This is an optimization exercise on Yosys and OpenROAD, whose aim is small area, not a production implementation.
Function was checked by simulation only, so behaviour that the tests miss may differ from the original.
Power figures rest on the tool's default switching activity, not on a simulated workload.

## v38
Design cpu65xx, start of the top module:
module cpu65xx(clk, enable, reset, nmi_n, irq_n, so_n, din, dout, addr, we, debugOpcode, debugPc, debugA, debugX, debugY, debugS);
  input clk;
  wire clk;
  input enable;
  wire enable;
  input reset;
  wire reset;
  input nmi_n;
  wire nmi_n;
  input irq_n;
  wire irq_n;
  input so_n;
  wire so_n;
  input [7:0] din;
  wire [7:0] din;
  output [7:0] dout;
  wire [7:0] dout;
  output [15:0] addr;
  reg [15:0] addr;
  output we;
  wire we;
  output [7:0] debugOpcode;
  reg [7:0] debugOpcode;
  output [15:0] debugPc;
  reg [15:0] debugPc;
  output [7:0] debugA;
  reg [7:0] debugA;
  output [7:0] debugX;
  reg [7:0] debugX;
  output [7:0] debugY;
  reg [7:0] debugY;
  output [7:0] debugS;
  reg [7:0] debugS;
  wire [7:0] _0000_;
  wire _0001_;
  wire _0002_;
  wire _0003_;
  wire _0004_;
  wire _0005_;
  wire _0006_;
  wire _0007_;
  wire _0008_;
  wire _0009_;
  wire _0010_;
  wire _0011_;
  wire _0012_;
  wire _0013_;
  wire _0014_;
  wire _0015_;
  wire _0016_;
  wire _0017_;
  wire _0018_;
  wire _0019_;
  wire _0020_;
  wire _0021_;
  wire _0022_;
  wire _0023_;
  wire _0024_;
  wire _0025_;
  wire _0026_;
  wire _0027_;
  wire _0028_;
  wire _0029_;
  wire _0030_;
  wire _0031_;
  wire _0032_;
  wire _0033_;
  wire _0034_;
  wire _0035_;
  wire _0036_;
  wire _0037_;
  wire _0038_;
  wire _0039_;
  wire _0040_;
  wire _0041_;
  wire _0042_;
  wire _0043_;
  wire _0044_;
  wire _0045_;
  wire _0046_;
  wire _0047_;
  wire _0048_;
  wire _0049_;
  wire _0050_;
  wire _0051_;
  wire _0052_;
  wire _0053_;
  wire _0054_;
  wire _0055_;
  wire _0056_;
  wire _0057_;
  wire _0058_;
  wire _0059_;
  wire _0060_;
  wire _0061_;
  wire _0062_;
  wire _0063_;
  wire _0064_;
  wire _0065_;
  wire _0066_;
  wire _0067_;
  wire _0068_;
  wire _0069_;
  wire _0070_;
  wire _0071_;
  wire _0072_;
  wire _0073_;
  wire _0074_;
  wire _0075_;
  wire _0076_;
  wire _0077_;
  wire _0078_;
  ...
export LEC_CHECK = 0
export CAP_MARGIN = 20
export CORE_MARGIN = 2
export CORE_UTILIZATION = 55
export SLEW_MARGIN = 20
create_clock -name core_clock -period 10.0 [get_ports {clk}]
standard.sh (not shown) runs the stock make flow with config.mk's settings and CLKGATE_MAP_FILE= SYNTH_SCRIPT=/design/flow/synth_recipe.tcl, a recipe that flattens the netlist after the stock synthesis.
==> flow/flow/run.sh <==
#!/bin/bash
# Standard ORFS layout (the standard.sh), with two changes:
#  - the port buffers are the smallest buffer (buf_1) instead of the
#    default choice;
#  - clock tree synthesis inserts no dummy loads.
set -euo pipefail
export BUFFER_PORTS_ARGS="-buffer_cell sky130_fd_sc_hd__buf_1"
export CTS_ARGS="-sink_clustering_enable -repair_clock_nets -dont_use_dummy_load"
bash standard.sh > standard.log 2>&1
Looking at the reports, v38 completed the entire flow and the layout it produced met the timing, DRC and antenna checks.
Setup changes, v38 to v45
Settings: putting ABC_AREA at 1 where nothing was set; swapping 55 for 65 in CORE_UTILIZATION.
Results
- When v45 is set beside v38, its post-layout minimum cycle time turns out to be 63 ps larger.
- The dominant combinational cell family by area after synthesis comes out simple AND/OR/NAND/NOR gates in one run and compound AO/OA/AOI/OAI gates in the other, namely in v45 and v38 respectively.
- Diff v38 -> v45: maximum number of pins on one net before global-route repair dropped 16; total power climbed about 3.5%.
- Looking only at final cell count, and setting everything else aside, the lower value of v38 and v45 goes to v38.
- Taking v38 as the reference, in v45 maximum frequency shrank by about 0.7%, clock skew shrank by 6.6 ps, worst hold slack grew by 13 ps, share of total power in combinational logic grew by 1.9 points.
Inputs modified between v45 and v2:
Settings: CORE_UTILIZATION: 65 -> 40.
==> run notes <==
In the final design statistics, v2 uses more standard cells in total than v45.
Going from v45 to v2, synthesized cell count about even, worst setup slack increased by 300 ps relative to the old numbers, smallest hold slack neither gained nor lost much.
Inputs modified between v2 and v6:
Settings: changing CORE_UTILIZATION from 40 to 55; removing ABC_AREA (formerly 1); setting GPL_TIMING_DRIVEN to 0 for the first time.
==> comparison <==
Going from v2 to v6, relative slew slack went down, sequential fraction of total cell area did not really move, via count normalized by instance count went up. Cmp v2 and v6 / routed length per placed instance / higher: v6.

cpu65xx again, from the RTL that the note above started with.
export LEC_CHECK = 0
export CAP_MARGIN = 20
export CORE_MARGIN = 2
export CORE_UTILIZATION = 40
export SLEW_MARGIN = 20
create_clock -name core_clock -period 10.0 [get_ports {clk}]
==> flow/flow/run.sh <==
#!/bin/bash
# Standard ORFS layout (the standard.sh), with two changes:
#  - the port buffers are the smallest buffer (buf_1) instead of the
#    default choice;
#  - clock tree synthesis clusters up to 50 sinks per buffer and inserts
#    no dummy loads.
set -euo pipefail
export BUFFER_PORTS_ARGS="-buffer_cell sky130_fd_sc_hd__buf_1"
export CTS_ARGS="-sink_clustering_enable -sink_clustering_size 50 -sink_clustering_max_diameter 300 -repair_clock_nets -dont_use_dummy_load"
bash standard.sh > standard.log 2>&1
Change:
==> flow/flow/run.sh (replaced) <==
#!/bin/bash
# Standard ORFS layout (the standard.sh), with two changes:
#  - the port buffers are the smallest buffer (buf_1) instead of the
#    default choice;
#  - clock tree synthesis inserts no dummy loads.
set -euo pipefail
export BUFFER_PORTS_ARGS="-buffer_cell sky130_fd_sc_hd__buf_1"
export CTS_ARGS="-sink_clustering_enable -repair_clock_nets -dont_use_dummy_load"
bash standard.sh > standard.log 2>&1
ABC_CLOCK_PERIOD_IN_PS = 14000   (was default)
The new run went through all stages and came out clean.
Final area stays the same.
Wire length is unchanged.
Setup slack does not change.
Cell count does not change.
First-iteration DRC count stays the same.
Change:
ABC_CLOCK_PERIOD_IN_PS = default   (was 14000)
Outcome: The new run went through all stages and came out clean. Routed wire length is unchanged. Non-clock buffer count stays the same. Final area stays the same. Power does not change. Global-route usage does not change. Core utilization is unchanged. Clock power barely changes. Final cell count does not change. Worst setup slack stays the same.

[port drivers added, routing unchanged]
No port has a modelled driver above. Below, the same layouts with a new extraction and two added sets of constraints. Step 1 sets driving cells, clkbuf_16 on the clock port and buf_2 on the other inputs (assumed; they add their load-dependent delay and slew). Step 2 times the ports against the registers' clock, not the clock port: input delays grow and output delays shrink by t, the midpoint of the rising clock arrivals with the driver on. a / b / c = ideal / step 1 / step 2; a / b = the first two.
run	t, ns	slack for setup (ns)	hold slack, ns	worst setup path at the end	slew at the worst register clock pin (ns)
v38	0.389	0.654 / 0.654 / 0.654	0.472 / 0.472 / 0.472	register to register	0.07 / 0.07
v45	0.400	0.591 / 0.591 / 0.591	0.485 / 0.485 / 0.485	register to register	0.08 / 0.08
v2	0.393	0.888 / 0.888 / 0.888	0.486 / 0.486 / 0.486	register to register	0.09 / 0.09
v6	0.395	0.371 / 0.371 / 0.371	0.491 / 0.491 / 0.491	register to register	0.07 / 0.07
the first run of note 2	0.398	0.529 / 0.529 / 0.529	0.470 / 0.470 / 0.470	register to register	0.08 / 0.08
the second run of note 2	0.398	0.529 / 0.529 / 0.529	0.470 / 0.470 / 0.470	register to register	0.08 / 0.08
the third run of note 2	0.398	0.529 / 0.529 / 0.529	0.470 / 0.470 / 0.470	register to register	0.08 / 0.08
After both steps every run listed still meets setup and hold.
